This is an optimization exercise on Yosys and OpenROAD, whose aim is small area, not a production implementation. RTL that was checked went through simulation tests only; none was proved equivalent to the original. The clock port is modelled as an ideal driver, which makes a skipped or thinned clock tree look cheaper than it is; a real chip needs a root buffer or a tree. No activity file was given, so power comes from the tool's default toggle rates.

==> 10-10: inputs <==
==> flow/design.v <==
module cache(reset, seletorVia, habilita, clock, endereco, entradaDeDados, saidaDeDados, hit, miss, lru1, lru2, dirty1, dirty2, valid1, valid2);
input seletorVia;
input habilita;
input clock;
input reset;
input [2:0] endereco;
input [7:0] entradaDeDados;
output reg [7:0] saidaDeDados;
output reg dirty1, dirty2, lru1, lru2, hit, miss;
output valid1, valid2;
reg [7:0] dado1 [0:7];   
reg [7:0] e1;            
reg [7:0] ff2;           
assign valid1 = 1'b1;
assign valid2 = 1'b1;
wire acc  = seletorVia | habilita;           
wire wr1  = ~seletorVia & habilita;          
wire lru10 = ~reset & lru1 & ~lru2;          
wire wr2  = seletorVia & habilita & lru10;   
wire din_ff = &entradaDeDados;
wire hold = ~acc & ~reset;                   
wire [7:0] dec = 8'd1 << endereco;
wire [7:0] we1 = {8{acc}} & dec;
wire [7:0] we2 = {8{wr2}} & dec;
reg [7:0] rd;
integer j;
always @(*) begin
  rd = 8'd0;
  for (j = 0; j < 8; j = j + 1)
    rd = rd | ({8{dec[j]}} & dado1[j]);
end
wire e1_a  = reset | |(dec & e1);
wire ff2_a = |(dec & ff2);
wire ff1_a = e1_a | &rd;
wire cmp_hit = e1_a ? din_ff : (rd == entradaDeDados);
wire hit_n  = (wr1 & ~ff1_a) | (wr2 & ~ff2_a) | (seletorVia & ~wr2 & cmp_hit) | (hold & hit);
wire miss_n = (wr1 & ff1_a) | (wr2 & ff2_a) | (seletorVia & ~wr2 & ~cmp_hit) | (hold & miss);
integer i;
always @(posedge clock) begin
  for (i = 0; i < 8; i = i + 1)
    dado1[i] <= ({8{we1[i]}} & entradaDeDados) | ({8{~we1[i]}} & dado1[i]);
  e1  <= ~we1 & (e1 | {8{reset}});
  ff2 <= (we2 & {8{din_ff}}) | (~we2 & ff2) | {8{reset}};
  saidaDeDados <= ({8{acc}} & entradaDeDados) | ({8{hold}} & saidaDeDados);
  hit  <= hit_n;
  miss <= miss_n;
  dirty1 <= wr1 | (dirty1 & ~reset);
  dirty2 <= wr2 | (dirty2 & ~reset);
  lru1 <= (acc & ~wr2) | (hold & lru1);
  lru2 <= wr2 | (hold & lru2);
end
endmodule
==> flow/flow/run.sh <==
#!/bin/bash
# The standard layout (standard.sh) with area-oriented knobs:
#  - synthesis: synth_recipe.tcl with an area-oriented ABC mapping script (synth_area.tcl)
#  - port buffers of the smallest buffer cell
#  - no dummy loads in the clock tree
#  - after CTS, downsize cells on paths with slack to spare (post_cts.tcl)
set -euo pipefail
here=$(pwd)
bash standard.sh \
  "SYNTH_SCRIPT=$here/flow/synth_area.tcl" \
  "BUFFER_PORTS_ARGS=-buffer_cell sky130_fd_sc_hd__buf_1" \
  "CTS_ARGS=-sink_clustering_enable -repair_clock_nets -dont_use_dummy_load" \
  "POST_CTS_TCL=$here/flow/post_cts.tcl" \
  finish > make_finish.log 2>&1
==> flow/flow/area.abc <==
strash
&get -n
&dch -f
&nf -R 1000
&put
strash
&get -n
&dch -f
&nf -R 1000
&put
topo
==> flow/flow/post_cts.tcl <==
# Recover area: downsize cells on paths that have slack to spare, then re-legalise.
estimate_parasitics -placement
repair_timing -recover_power 100 -verbose
detailed_placement
check_placement -verbose
==> flow/flow/synth_area.tcl <==
# The standard synthesis (synth_recipe.tcl), with the final technology mapping done by an
# area-oriented ABC script instead of ORFS's delay-oriented one. Registers are untouched: abc
# maps only the combinational logic, so register names and cell types are the standard ones.
set area_abc_script [file join [file dirname [file normalize [info script]]] area.abc]
proc abc {args} {
  set i [lsearch -exact $args -script]
  if { $i >= 0 } { lset args [expr { $i + 1 }] $::area_abc_script }
  yosys abc {*}$args
}
source [file join [pwd] synth_recipe.tcl]
==> flow/standard.sh <==
#!/bin/bash
# synth_recipe.tcl (not shown) runs the flow's synth.tcl, then flattens the netlist and writes it again
# the make line also repeats each setting of config.mk as NAME=value (left out here)
make -C /OpenROAD-flow-scripts/flow DESIGN_CONFIG=/design/flow/config.mk WORK_HOME=/design/flow/orfs CLKGATE_MAP_FILE= SYNTH_SCRIPT=/design/flow/synth_recipe.tcl "${@:-finish}"
==> flow/config.mk <==
export PLATFORM = sky130hd
export DESIGN_NAME = cache
export DESIGN_NICKNAME = cache
export VERILOG_FILES = /design/flow/design.v
export SDC_FILE = /design/flow/constraint.sdc
export NUM_CORES = 4
export LEC_CHECK = 0
export CAP_MARGIN = 20
export CORE_MARGIN = 2
export CORE_UTILIZATION = 40
export GPL_TIMING_DRIVEN = 0
export SLEW_MARGIN = 20
==> flow/constraint.sdc <==
create_clock -name core_clock -period 5.0 [get_ports {clock}]
set_input_delay 1.0000 -clock core_clock [delete_from_list [all_inputs] [get_ports {clock}]]
set_output_delay 1.0000 -clock core_clock [all_outputs]
set_load 0.01 [all_outputs]
==> inputs of 04-08, as changes to 10-10 <==
--- a/flow/design.v
+++ b/flow/design.v
@@ -40,5 +40,10 @@
   for (i = 0; i < 8; i = i + 1)
-    dado1[i] <= ({8{we1[i]}} & entradaDeDados) | ({8{~we1[i]}} & dado1[i]);
+    if (we1[i])
+      dado1[i] <= entradaDeDados;
   e1  <= ~we1 & (e1 | {8{reset}});
-  ff2 <= (we2 & {8{din_ff}}) | (~we2 & ff2) | {8{reset}};
+  for (i = 0; i < 8; i = i + 1)
+    if (reset)
+      ff2[i] <= 1'b1;
+    else if (we2[i])
+      ff2[i] <= din_ff;
   saidaDeDados <= ({8{acc}} & entradaDeDados) | ({8{hold}} & saidaDeDados);
==> flow/flow/run.sh (replaced) <==
#!/bin/bash
# The standard layout (standard.sh) with area-oriented knobs:
#  - synthesis: synth_recipe.tcl with an area-oriented ABC mapping script (synth_area.tcl)
#  - port buffers (and synthesis pass-through buffers) of the smallest buffer cell
#  - clock tree: a single level of clock buffers built by manual_cts.tcl
#  - after the clock tree, downsize cells on paths with slack to spare (post_cts.tcl)
set -euo pipefail
here=$(pwd)
bash standard.sh \
  "SYNTH_SCRIPT=$here/flow/synth_area.tcl" \
  "BUFFER_PORTS_ARGS=-buffer_cell sky130_fd_sc_hd__buf_1" \
  "PRE_CTS_TCL=$here/flow/manual_cts.tcl" \
  "POST_CTS_TCL=$here/flow/post_cts.tcl" \
  "MIN_BUF_CELL_AND_PORTS=sky130_fd_sc_hd__buf_1 A X" \
  finish > make_finish.log 2>&1
==> flow/flow/manual_cts.tcl (new file) <==
set mcts_cell sky130_fd_sc_hd__buf_12
set mcts_groups 4

set block [ord::get_db_block]
set db [ord::get_db]
set master [$db findMaster $mcts_cell]
set clk_net [$block findNet clock]

set sinks {}
foreach it [$clk_net getITerms] {
  if { [$it isInputSignal] || [[$it getMTerm] getSigType] eq "CLOCK" || 1 } {
    set inst [$it getInst]
    set bb [$inst getBBox]
    lappend sinks [list $it [expr { ([$bb xMin] + [$bb xMax]) / 2 }] [expr { ([$bb yMin] + [$bb yMax]) / 2 }]]
  }
}
puts "manual CTS: [llength $sinks] clock sinks, $mcts_groups x $mcts_cell"

proc mcts_split { items n } {
  # split items into n groups of near-equal size: by x first, then by y
  if { $n <= 1 } { return [list $items] }
  set half [expr { $n / 2 }]
  set byx [lsort -integer -index 1 $items]
  set cut [expr { [llength $items] * $half / $n }]
  set a [lrange $byx 0 [expr { $cut - 1 }]]
  set b [lrange $byx $cut end]
  set out {}
  foreach g [list $a $b] k [list $half [expr { $n - $half }]] {
    if { $k <= 1 } { lappend out $g; continue }
    set byy [lsort -integer -index 2 $g]
    set c2 [expr { [llength $g] * ($k / 2) / $k }]
    lappend out [lrange $byy 0 [expr { $c2 - 1 }]] [lrange $byy $c2 end]
  }
  return $out
}

set groups [mcts_split $sinks $mcts_groups]
set k 0
foreach g $groups {
  set inst [odb::dbInst_create $block $master "clkbuf_manual_$k"]
  set net [odb::dbNet_create $block "clknet_manual_$k"]
  $net setSigType CLOCK
  [$inst findITerm A] connect $clk_net
  [$inst findITerm X] connect $net
  set sx 0
  set sy 0
  foreach s $g {
    set it [lindex $s 0]
    $it disconnect
    $it connect $net
    incr sx [lindex $s 1]
    incr sy [lindex $s 2]
  }
  set cx [expr { $sx / [llength $g] }]
  set cy [expr { $sy / [llength $g] }]
  $inst setLocation $cx $cy
  $inst setPlacementStatus PLACED
  puts "manual CTS: clkbuf_manual_$k drives [llength $g] sinks at ($cx, $cy)"
  incr k
}
$clk_net setSigType CLOCK
global_connect

# TritonCTS is not run: the tree above is the clock tree.
proc clock_tree_synthesis { args } {
  puts "manual CTS: clock_tree_synthesis skipped ($args)"
}
set_propagated_clock [all_clocks]
--- a/flow/flow/synth_area.tcl
+++ b/flow/flow/synth_area.tcl
@@ -3,3 +3,4 @@
 # maps only the combinational logic, so register names and cell types are the standard ones.
-set area_abc_script [file join [file dirname [file normalize [info script]]] area.abc]
+set area_flow_dir [file dirname [file normalize [info script]]]
+set area_abc_script [file join $area_flow_dir area.abc]
 proc abc {args} {
@@ -9,2 +10,2 @@
 }
-source [file join [pwd] synth_recipe.tcl]
+source [file join [file dirname $area_flow_dir] synth_recipe.tcl]
Settings changed: CAP_MARGIN 20 to 0, CORE_UTILIZATION 40 to 75, SLEW_MARGIN 20 to 0.
==> inputs of 07-12, as changes to 10-10 <==
--- a/flow/design.v
+++ b/flow/design.v
@@ -40,5 +40,10 @@
   for (i = 0; i < 8; i = i + 1)
-    dado1[i] <= ({8{we1[i]}} & entradaDeDados) | ({8{~we1[i]}} & dado1[i]);
+    if (we1[i])
+      dado1[i] <= entradaDeDados;
   e1  <= ~we1 & (e1 | {8{reset}});
-  ff2 <= (we2 & {8{din_ff}}) | (~we2 & ff2) | {8{reset}};
+  for (i = 0; i < 8; i = i + 1)
+    if (reset)
+      ff2[i] <= 1'b1;
+    else if (we2[i])
+      ff2[i] <= din_ff;
   saidaDeDados <= ({8{acc}} & entradaDeDados) | ({8{hold}} & saidaDeDados);
==> flow/flow/run.sh (replaced) <==
#!/bin/bash
# The standard layout (standard.sh) with area-oriented knobs:
#  - synthesis: synth_recipe.tcl with an area-oriented ABC mapping script (synth_area.tcl)
#  - port buffers (and synthesis pass-through buffers) of the smallest buffer cell
#  - clock tree: a single level of clock buffers built by manual_cts.tcl
#  - after the clock tree, downsize cells on paths with slack to spare (post_cts.tcl)
set -euo pipefail
here=$(pwd)
bash standard.sh \
  "SYNTH_SCRIPT=$here/flow/synth_area.tcl" \
  "BUFFER_PORTS_ARGS=-buffer_cell sky130_fd_sc_hd__buf_1" \
  "PRE_CTS_TCL=$here/flow/manual_cts.tcl" \
  "POST_CTS_TCL=$here/flow/post_cts.tcl" \
  "MIN_BUF_CELL_AND_PORTS=sky130_fd_sc_hd__buf_1 A X" \
  finish > make_finish.log 2>&1
==> flow/flow/manual_cts.tcl (new file) <==
set mcts_cell sky130_fd_sc_hd__buf_12
set mcts_groups 4

set block [ord::get_db_block]
set db [ord::get_db]
set master [$db findMaster $mcts_cell]
set clk_net [$block findNet clock]

set sinks {}
foreach it [$clk_net getITerms] {
  set inst [$it getInst]
  set bb [$inst getBBox]
  lappend sinks [list $it [expr { ([$bb xMin] + [$bb xMax]) / 2 }] [expr { ([$bb yMin] + [$bb yMax]) / 2 }]]
}
puts "manual CTS: [llength $sinks] clock sinks, $mcts_groups x $mcts_cell"

proc mcts_split { items n } {
  # split items into n groups of near-equal size: by x first, then by y
  if { $n <= 1 } { return [list $items] }
  set half [expr { $n / 2 }]
  set byx [lsort -integer -index 1 $items]
  set cut [expr { [llength $items] * $half / $n }]
  set a [lrange $byx 0 [expr { $cut - 1 }]]
  set b [lrange $byx $cut end]
  set out {}
  foreach g [list $a $b] k [list $half [expr { $n - $half }]] {
    if { $k <= 1 } { lappend out $g; continue }
    set byy [lsort -integer -index 2 $g]
    set c2 [expr { [llength $g] * ($k / 2) / $k }]
    lappend out [lrange $byy 0 [expr { $c2 - 1 }]] [lrange $byy $c2 end]
  }
  return $out
}

set groups [mcts_split $sinks $mcts_groups]
set k 0
foreach g $groups {
  set inst [odb::dbInst_create $block $master "clkbuf_manual_$k"]
  set net [odb::dbNet_create $block "clknet_manual_$k"]
  $net setSigType CLOCK
  [$inst findITerm A] connect $clk_net
  [$inst findITerm X] connect $net
  set sx 0
  set sy 0
  foreach s $g {
    set it [lindex $s 0]
    $it disconnect
    $it connect $net
    incr sx [lindex $s 1]
    incr sy [lindex $s 2]
  }
  set cx [expr { $sx / [llength $g] }]
  set cy [expr { $sy / [llength $g] }]
  $inst setLocation $cx $cy
  $inst setPlacementStatus PLACED
  puts "manual CTS: clkbuf_manual_$k drives [llength $g] sinks at ($cx, $cy)"
  incr k
}
$clk_net setSigType CLOCK
global_connect

# TritonCTS is not run: the tree above is the clock tree.
proc clock_tree_synthesis { args } {
  puts "manual CTS: clock_tree_synthesis skipped ($args)"
}
set_propagated_clock [all_clocks]
--- a/flow/flow/synth_area.tcl
+++ b/flow/flow/synth_area.tcl
@@ -3,3 +3,4 @@
 # maps only the combinational logic, so register names and cell types are the standard ones.
-set area_abc_script [file join [file dirname [file normalize [info script]]] area.abc]
+set area_flow_dir [file dirname [file normalize [info script]]]
+set area_abc_script [file join $area_flow_dir area.abc]
 proc abc {args} {
@@ -9,2 +10,2 @@
 }
-source [file join [pwd] synth_recipe.tcl]
+source [file join [file dirname $area_flow_dir] synth_recipe.tcl]
Settings changed: CAP_MARGIN 20 to 0, CORE_UTILIZATION 40 to 85, SLEW_MARGIN 20 to 0.
==> notes.md <==
	04-08	07-12	10-10
Status	finished clean	finished with violations	aborted with a tool error
Stage where the flow stopped	-	-	synthesis (1_2_yosys)
Violated checks	-	max-capacitance violations, max-slew violations	-
Port Buf Inserts	28	28	-
Pin slew with the least headroom to its limit	1.090 ns	1.508 ns	-
Share of async-settable or async-resettable flops after synthesis	0%	0%	-
Final total power	1.300 mW	1.334 mW	-
Top-Level Pins	31	31	-
Area Overhead vs Synth	8.027%	7.955%	-
Slew Limit Fails	0	12	-
Sum of overflow across all layers after global routing	0	0	-
P_comb	115 µW	133 µW	-
Initial Utilization	78.74%	87.52%	-
Clock Pin Slew Worst Setup and Hold Paths	0.09 ns	0.10 ns	-
# Taps	52	50	-
Sequential cells	94	94	-
Endpoint of the lowest-slack register-to-register path	miss	miss	-
Per-cell routed wire length	22.75 µm	32.49 µm	-
Max Clk Rate	243.3 MHz	214.2 MHz	-
Critical Path Start Type	input port	input port	-
P_int	1.038 mW	1.038 mW	-
Max rail drop VDD	0.2692 mV	0.3069 mV	-
Met1 layer wirelength in the final routing	2.840 mm	3.196 mm	-
Count of cells along the worst hold path	2	1	-
Post-Syn Instances	247	247	-
Setup crit end	miss	miss	-
Function not checked in 10-10: the RTL went through the layout flow alone. The clock cells of 04-08 and 07-12 come from the design's own scripts or RTL, not from TritonCTS.

-- re-timing with driven ports --
No port has a modelled driver above. Below, the same layouts with a new extraction and two added sets of constraints.
Step 1: set_driving_cell puts a clkbuf_16 on clock and a buf_2 on each other input, an assumption about the parent block.
Step 2 adds t to the input delays and takes it off the output delays; t is the mean of the earliest and latest rising clock arrival at the registers after step 1. Input paths then give back, and output paths get back, about the clock's delay inside the block.
Slacks: ideal / step 1 / step 2; pairs: ideal / step 1.
run	t (ns)	setup WS [ns]	worst setup path at the end	worst data-port slew with drivers (ns)	cell pins on the clock port's net
04-08	0.205	0.889 / 0.949 / 0.744	input to register	0.03	4
07-12	0.207	0.332 / 0.389 / 0.182	input to register	0.04	4
For 07-12, which loses most, drivers alone change the setup slack by +0.057 ns; drivers and shift together by -0.150 ns.
